Background: an optimization exercise with open tools, aiming at small area and a short achievable clock period. Do not read the settings as production practice. The RTL was checked by simulation tests, not by an equivalence proof against the original design. No activity file was given, so power comes from the tool's default toggle rates.

==> inputs of job 5516 <==
Design PipelineMips, start of the top module:
module PipelineMips(clk, reset, imem_addr, imem_data, dmem_we, dmem_re, dmem_addr, dmem_wdata, dmem_rdata);
clock: 12.0 ns
lec_check: 0
cap_margin: 30
core_margin: 2
core_utilization: 55
slew_margin: 30
standard.sh (not shown) runs the stock make flow with config.mk's settings and CLKGATE_MAP_FILE= SYNTH_SCRIPT=/design/flow/synth_recipe.tcl, a recipe that flattens the netlist after the stock synthesis.
==> flow/flow/run.sh <==
#!/bin/bash
# Layout flow: the standard ORFS flow (standard.sh) with
#  - plain buf_2 port buffers instead of delay buffers;
#  - a clock tree of clkbuf_16 with larger clusters and no dummy loads.
# The make output goes to flow.log here; ORFS writes each step's log under orfs/logs.
set -euo pipefail
export SETUP_SLACK_MARGIN=8.5
export TNS_END_PERCENT=10
export BUFFER_PORTS_ARGS="-buffer_cell sky130_fd_sc_hd__buf_2"
export CTS_ARGS="-sink_clustering_enable -repair_clock_nets -dont_use_dummy_load -buf_list sky130_fd_sc_hd__clkbuf_16 -sink_clustering_size 25 -sink_clustering_max_diameter 70"
bash standard.sh > flow.log 2>&1
==> job 9887 (differences from job 5516) <==
--- a/flow/design.v
+++ b/flow/design.v
@@ -16,11 +16,11 @@
   reg        ex_mr, ex_mw, ex_rw;
   reg [31:0] ex_a, ex_b;                     
   reg [15:0] ex_imm;
   reg [4:0]  ex_rt;
   reg        as_mem, as_wb, as_reg;          
-  reg        bsp_imm, bsn_imm, bsp_mem, bsn_mem, bsp_wb, bsn_wb, bs_reg;
+  reg        bs_imm, bs_mem, bs_wb, bs_reg;  
   reg        fb_mem, fb_wb;                  
   reg        id_sel1, id_sel2, id_byp1, id_byp2;  
   reg        id_byp0;                        
   reg        mem_mr, mem_mw, mem_rw;         
   reg        mem_mr2;
@@ -51,18 +51,15 @@
   wire c_regdst = op_r;
   wire c_mr     = op_lw;
   wire c_mw     = op_sw;
   wire c_rw     = op_r | op_addi | op_andi | op_lw;
   wire br       = op_beq | op_bne;
-  wire [4:0] rs_r = if_inst[25:21];
-  wire [4:0] rt_r = if_inst[20:16];
-  wire br_r = (if_inst[31:27] == 5'b00010);    
   wire [4:0] ex_rdf = ex_imm[15:11];         
-  wire hz1 = ex_mr & ((ex_rt == rs_r) | (ex_rt == rt_r)) & (ex_rt != 5'd0);
-  wire hz2 = mem_mr & br_r & ((mem_rd == rs_r) | (mem_rd == rt_r)) & (mem_rd != 5'd0);
-  wire hz3 = ex_rw & br_r & ((ex_rdf == rs_r) | (ex_rdf == rt_r)) & (ex_rdf != 5'd0);
-  wire stall = ~if_z & (hz1 | hz2 | hz3);
+  wire hz1 = ex_mr & ((ex_rt == rs) | (ex_rt == rt)) & (ex_rt != 5'd0);
+  wire hz2 = mem_mr & br & ((mem_rd == rs) | (mem_rd == rt)) & (mem_rd != 5'd0);
+  wire hz3 = ex_rw & br & ((ex_rdf == rs) | (ex_rdf == rt)) & (ex_rdf != 5'd0);
+  wire stall = hz1 | hz2 | hz3;
   reg [31:0] rd1, rd2;
   always @* begin
     rd1 = 32'd0;
     rd2 = 32'd0;
     for (i = 0; i < 32; i = i + 1) begin
@@ -80,30 +77,27 @@
   wire s2_wb  = if_z ? byp0 : (~id_sel2 & id_byp2);
   wire s2_rf  = ~if_z & ~id_sel2 & ~id_byp2;
   wire [31:0] op1 = ({32{s1_mem}} & mem_res) | ({32{s1_wb}} & wb_wd) | ({32{s1_r0}} & rf0) | ({32{s1_rf}} & rd1);
   wire [31:0] op2 = ({32{s2_mem}} & mem_res) | ({32{s2_wb}} & wb_wd) | ({32{s1_r0}} & rf0) | ({32{s2_rf}} & rd2);
   wire equal = (op1 == op2);
-  wire csel_eq = ~stall & ~op_beq;
-  wire csel_ne = ~stall & ~op_bne;
+  wire pcsrc = (op_beq & equal) | (op_bne & ~equal);
+  wire csel  = ~stall & ~pcsrc;
   wire [31:0] rf_w = {31'd0, wb_rw} << wb_rd;
   wire [31:0] rf_vn = rf_v | rf_w;
-  wire [4:0] h_rs = stall ? rs_r : imem_data[25:21];
-  wire [4:0] h_rt = stall ? rt_r : imem_data[20:16];
+  wire [4:0] h_rs = stall ? rs : imem_data[25:21];
+  wire [4:0] h_rt = stall ? rt : imem_data[20:16];
   wire [31:0] g1_next = (32'd1 << h_rs) & rf_vn;
   wire [31:0] g2_next = (32'd1 << h_rt) & rf_vn;
   wire [31:2] jt   = {if_pc4[31:28], inst[25:0]};
   wire [31:2] bt   = if_pc4 + {{14{imm[15]}}, imm};
   wire [31:2] pc_nt = op_j ? jt : if_pc4;
-  wire [31:2] pc_eq = op_beq ? bt : pc_nt;
-  wire [31:2] pc_ne = op_bne ? bt : pc_nt;
-  wire [31:2] pc_next = equal ? pc_eq : pc_ne;
-  wire z_next = equal ? op_beq : op_bne;     
+  wire [31:2] pc_next = pcsrc ? bt : pc_nt;
   wire [4:0] n_exmem_rd = ex_regdst ? ex_rdf : ex_rt;
-  wire c1 = ~if_z & ex_rw & (n_exmem_rd != 5'd0) & (n_exmem_rd == rs_r);
-  wire c2 = ~if_z & ex_rw & (n_exmem_rd != 5'd0) & (n_exmem_rd == rt_r);
-  wire c3 = ~if_z & mem_rw & (mem_rd != 5'd0) & (mem_rd == rs_r);
-  wire c4 = ~if_z & mem_rw & (mem_rd != 5'd0) & (mem_rd == rt_r);
+  wire c1 = ex_rw & (n_exmem_rd != 5'd0) & (n_exmem_rd == rs);
+  wire c2 = ex_rw & (n_exmem_rd != 5'd0) & (n_exmem_rd == rt);
+  wire c3 = mem_rw & (mem_rd != 5'd0) & (mem_rd == rs);
+  wire c4 = mem_rw & (mem_rd != 5'd0) & (mem_rd == rt);
   wire n_fa_mem = c1;
   wire n_fb_mem = ~c1 & c2;
   wire n_fa_wb  = ~c1 & ~c2 & c3;
   wire n_fb_wb  = ~c1 & ~c2 & ~c3 & c4;
   wire [5:0] n_func = imem_data[5:0];
@@ -120,38 +114,36 @@
         6'b101010: n_ctl = 3'b111;
         default:   n_ctl = 3'b000;
       endcase
     endcase
   end
-  wire n_sub = n_ctl[1] & n_ctl[0];          
   wire [4:0] f_rs = imem_data[25:21];
   wire [4:0] f_rt = imem_data[20:16];
   wire [4:0] rdf  = inst[15:11];
   wire n_fany  = c1 | c2 | c3 | c4;
   wire nmem_ok = ex_rw & (n_exmem_rd != 5'd0) & ~n_fany;
   wire tempB_n = c_rw & ((rdf == f_rs) | (rdf == f_rt)) & (rdf != 5'd0);
   wire sel1_n = nmem_ok & ~tempB_n & (n_exmem_rd == f_rs);
   wire sel2_n = nmem_ok & ~tempB_n & (n_exmem_rd == f_rt) & ~(n_exmem_rd == f_rs);
   wire byp1_n = mem_rw & (mem_rd == f_rs);
   wire byp2_n = mem_rw & (mem_rd == f_rt);
-  wire sel1_s = nmem_ok & (n_exmem_rd == rs_r);
-  wire sel2_s = nmem_ok & (n_exmem_rd == rt_r) & ~(n_exmem_rd == rs_r);
-  wire byp1_s = mem_rw & (mem_rd == rs_r);
-  wire byp2_s = mem_rw & (mem_rd == rt_r);
+  wire sel1_s = nmem_ok & (n_exmem_rd == rs);
+  wire sel2_s = nmem_ok & (n_exmem_rd == rt) & ~(n_exmem_rd == rs);
+  wire byp1_s = mem_rw & (mem_rd == rs);
+  wire byp2_s = mem_rw & (mem_rd == rt);
   wire sel1_ns = stall ? sel1_s : sel1_n;
   wire sel2_ns = stall ? sel2_s : sel2_n;
   wire byp1_ns = stall ? byp1_s : byp1_n;
   wire byp2_ns = stall ? byp2_s : byp2_n;
   wire [31:0] ext = {{16{ex_imm[15]}}, ex_imm};
   wire [31:0] alu_a = ({32{as_mem}} & mem_res) | ({32{as_wb}} & wb_wd) | ({32{as_reg}} & ex_a);
-  wire [31:0] bx = ({32{bsp_imm}} & ext) | ({32{bsn_imm}} & ~ext) |
-                   ({32{bsp_mem}} & mem_res) | ({32{bsn_mem}} & ~mem_res) |
-                   ({32{bsp_wb}} & wb_wd) | ({32{bsn_wb}} & ~wb_wd) | ({32{bs_reg}} & ex_b);
-  wire [31:0] fwd_b = fb_mem ? mem_res : (fb_wb ? wb_wd : (ex_b ^ {32{ex_sub}}));
+  wire [31:0] alu_b = ({32{bs_imm}} & ext) | ({32{bs_mem}} & mem_res) | ({32{bs_wb}} & wb_wd) | ({32{bs_reg}} & ex_b);
+  wire [31:0] fwd_b = fb_mem ? mem_res : (fb_wb ? wb_wd : ex_b);
+  wire [31:0] bx = alu_b ^ {32{ex_sub}};
   wire [33:0] sum = {1'b0, alu_a, 1'b1} + {1'b0, bx, ex_sub};
   wire ltu = ~sum[33];
-  wire [31:0] alu_res = ({32{ex_r_and}} & (alu_a & bx)) | ({32{ex_r_or}} & (alu_a | bx)) |
+  wire [31:0] alu_res = ({32{ex_r_and}} & (alu_a & alu_b)) | ({32{ex_r_or}} & (alu_a | alu_b)) |
                         ({32{ex_r_sum}} & sum[32:1]) | {31'd0, ex_r_slt & ltu};
   assign imem_addr  = {pc, 2'b00};
   assign dmem_we    = mem_mw;
   assign dmem_re    = mem_mr;              
   assign dmem_addr  = mem_res;
@@ -169,15 +161,15 @@
       rf_v <= 32'd0;
     end else begin
       pc <= pc_next;
       if (~stall) if_pc4 <= pc + 30'd1;
       mem_mr2 <= ex_mr;
-      if_z <= z_next;
+      if_z <= pcsrc | (stall & if_z);
       id_byp0 <= mem_rw & (mem_rd == 5'd0);
-      ex_mr <= equal ? (csel_eq & c_mr) : (csel_ne & c_mr);
-      ex_mw <= equal ? (csel_eq & c_mw) : (csel_ne & c_mw);
-      ex_rw <= equal ? (csel_eq & c_rw) : (csel_ne & c_rw);
+      ex_mr <= csel & c_mr;
+      ex_mw <= csel & c_mw;
+      ex_rw <= csel & c_rw;
       mem_mr <= ex_mr; mem_mw <= ex_mw; mem_rw <= ex_rw;
       wb_rw <= mem_rw;
       rf_v <= rf_vn;
     end
   end
@@ -187,26 +179,23 @@
     if_g2 <= g2_next;
     id_sel1 <= sel1_ns;
     id_sel2 <= sel2_ns;
     id_byp1 <= byp1_ns;
     id_byp2 <= byp2_ns;
-    ex_regdst <= equal ? (csel_eq & c_regdst) : (csel_ne & c_regdst);
+    ex_regdst <= csel & c_regdst;
     ex_a <= op1;
-    ex_b <= op2 ^ {32{n_sub}};
+    ex_b <= op2;
     ex_imm <= imm;
     ex_rt <= rt;
     as_mem <= n_fa_mem;
     as_wb  <= n_fa_wb;
     as_reg <= ~(n_fa_mem | n_fa_wb);
-    bsp_imm <= c_alusrc & ~n_sub;
-    bsn_imm <= c_alusrc & n_sub;
-    bsp_mem <= ~c_alusrc & n_fb_mem & ~n_sub;
-    bsn_mem <= ~c_alusrc & n_fb_mem & n_sub;
-    bsp_wb  <= ~c_alusrc & n_fb_wb & ~n_sub;
-    bsn_wb  <= ~c_alusrc & n_fb_wb & n_sub;
+    bs_imm <= c_alusrc;
+    bs_mem <= ~c_alusrc & n_fb_mem;
+    bs_wb  <= ~c_alusrc & n_fb_wb;
     bs_reg <= ~c_alusrc & ~(n_fb_mem | n_fb_wb);
-    ex_sub   <= n_sub;
+    ex_sub   <= n_ctl[0];
     ex_r_and <= (n_ctl == 3'b000);
     ex_r_or  <= (n_ctl == 3'b001);
     ex_r_sum <= (n_ctl[2:1] == 2'b01);
     ex_r_slt <= n_ctl[2];
     fb_mem <= n_fb_mem;
CORE_UTILIZATION = 50   (was 55)
==> job 4609 (differences from job 5516) <==
--- a/flow/design.v
+++ b/flow/design.v
@@ -16,11 +16,11 @@
   reg        ex_mr, ex_mw, ex_rw;
   reg [31:0] ex_a, ex_b;                     
   reg [15:0] ex_imm;
   reg [4:0]  ex_rt;
   reg        as_mem, as_wb, as_reg;          
-  reg        bsp_imm, bsn_imm, bsp_mem, bsn_mem, bsp_wb, bsn_wb, bs_reg;
+  reg        bs_imm, bs_mem, bs_wb, bs_reg;  
   reg        fb_mem, fb_wb;                  
   reg        id_sel1, id_sel2, id_byp1, id_byp2;  
   reg        id_byp0;                        
   reg        mem_mr, mem_mw, mem_rw;         
   reg        mem_mr2;
@@ -120,11 +120,10 @@
         6'b101010: n_ctl = 3'b111;
         default:   n_ctl = 3'b000;
       endcase
     endcase
   end
-  wire n_sub = n_ctl[1] & n_ctl[0];          
   wire [4:0] f_rs = imem_data[25:21];
   wire [4:0] f_rt = imem_data[20:16];
   wire [4:0] rdf  = inst[15:11];
   wire n_fany  = c1 | c2 | c3 | c4;
   wire nmem_ok = ex_rw & (n_exmem_rd != 5'd0) & ~n_fany;
@@ -141,17 +140,16 @@
   wire sel2_ns = stall ? sel2_s : sel2_n;
   wire byp1_ns = stall ? byp1_s : byp1_n;
   wire byp2_ns = stall ? byp2_s : byp2_n;
   wire [31:0] ext = {{16{ex_imm[15]}}, ex_imm};
   wire [31:0] alu_a = ({32{as_mem}} & mem_res) | ({32{as_wb}} & wb_wd) | ({32{as_reg}} & ex_a);
-  wire [31:0] bx = ({32{bsp_imm}} & ext) | ({32{bsn_imm}} & ~ext) |
-                   ({32{bsp_mem}} & mem_res) | ({32{bsn_mem}} & ~mem_res) |
-                   ({32{bsp_wb}} & wb_wd) | ({32{bsn_wb}} & ~wb_wd) | ({32{bs_reg}} & ex_b);
-  wire [31:0] fwd_b = fb_mem ? mem_res : (fb_wb ? wb_wd : (ex_b ^ {32{ex_sub}}));
+  wire [31:0] alu_b = ({32{bs_imm}} & ext) | ({32{bs_mem}} & mem_res) | ({32{bs_wb}} & wb_wd) | ({32{bs_reg}} & ex_b);
+  wire [31:0] fwd_b = fb_mem ? mem_res : (fb_wb ? wb_wd : ex_b);
+  wire [31:0] bx = alu_b ^ {32{ex_sub}};
   wire [33:0] sum = {1'b0, alu_a, 1'b1} + {1'b0, bx, ex_sub};
   wire ltu = ~sum[33];
-  wire [31:0] alu_res = ({32{ex_r_and}} & (alu_a & bx)) | ({32{ex_r_or}} & (alu_a | bx)) |
+  wire [31:0] alu_res = ({32{ex_r_and}} & (alu_a & alu_b)) | ({32{ex_r_or}} & (alu_a | alu_b)) |
                         ({32{ex_r_sum}} & sum[32:1]) | {31'd0, ex_r_slt & ltu};
   assign imem_addr  = {pc, 2'b00};
   assign dmem_we    = mem_mw;
   assign dmem_re    = mem_mr;              
   assign dmem_addr  = mem_res;
@@ -189,24 +187,21 @@
     id_sel2 <= sel2_ns;
     id_byp1 <= byp1_ns;
     id_byp2 <= byp2_ns;
     ex_regdst <= equal ? (csel_eq & c_regdst) : (csel_ne & c_regdst);
     ex_a <= op1;
-    ex_b <= op2 ^ {32{n_sub}};
+    ex_b <= op2;
     ex_imm <= imm;
     ex_rt <= rt;
     as_mem <= n_fa_mem;
     as_wb  <= n_fa_wb;
     as_reg <= ~(n_fa_mem | n_fa_wb);
-    bsp_imm <= c_alusrc & ~n_sub;
-    bsn_imm <= c_alusrc & n_sub;
-    bsp_mem <= ~c_alusrc & n_fb_mem & ~n_sub;
-    bsn_mem <= ~c_alusrc & n_fb_mem & n_sub;
-    bsp_wb  <= ~c_alusrc & n_fb_wb & ~n_sub;
-    bsn_wb  <= ~c_alusrc & n_fb_wb & n_sub;
+    bs_imm <= c_alusrc;
+    bs_mem <= ~c_alusrc & n_fb_mem;
+    bs_wb  <= ~c_alusrc & n_fb_wb;
     bs_reg <= ~c_alusrc & ~(n_fb_mem | n_fb_wb);
-    ex_sub   <= n_sub;
+    ex_sub   <= n_ctl[0];
     ex_r_and <= (n_ctl == 3'b000);
     ex_r_or  <= (n_ctl == 3'b001);
     ex_r_sum <= (n_ctl[2:1] == 2'b01);
     ex_r_slt <= n_ctl[2];
     fb_mem <= n_fb_mem;
==> summary.txt <==
- Job 9887 completed without violations. Job 5516 ran to the end with no violations. Job 4609 finished with timing, DRC and antenna clean.
- Between job 5516 and job 4609, the lower sequential share of layout area is in job 5516 (gap 0.36 points).
- Non-clock buffer count, lowest first: job 9887, job 5516, job 4609.
- Routed wire length: job 9887 is lower than job 5516 (about 6%).
- In job 4609 the clock skew is higher than in job 9887, by 0.0087 ns.
- Between job 9887 and job 5516, the lower combinational power is in job 9887 (gap about 9%, measured against job 5516).
- Synthesized cell count, highest first: job 5516, job 9887, job 4609.
- Between job 5516 and job 9887, the lower setup slack is in job 9887 (gap 0.018 ns).
- Register-to-register slack: job 4609 > job 5516 > job 9887.
- Synthesized area: job 4609 < job 9887 < job 5516.
- The highest die area belongs to job 9887, the lowest to job 4609.

afterwards: timing with drivers on the ports:
Ports are ideal in the flow. The routed layouts listed here were re-timed in OpenROAD.
Step 1, drivers: a clkbuf_16 drives clk and a buf_2 each remaining input, both assumed.
Step 2 moves the port delays by t, midway between the first and last clock arrival at a register: inputs arrive t later, outputs are due t later. That takes back most of the time a late clock gives input paths.
a / b / c = no drivers / after step 1 / after step 2; a / b = the first two.
run | shift t [ns] | setup WS [ns] | latest minus earliest clock arrival (ns)
job 5516 | 0.802 | 7.616 / 7.616 / 7.365 | 0.055 / 0.054
job 9887 | 0.798 | 7.598 / 7.598 / 7.598 | 0.079 / 0.079
job 4609 | 0.777 | 7.888 / 7.888 / 7.811 | 0.083 / 0.084
After both steps setup and hold are still met in every run listed. The setup slack of job 5516, which loses most, moves by 0.000 ns with the drivers and by -0.251 ns with both steps.
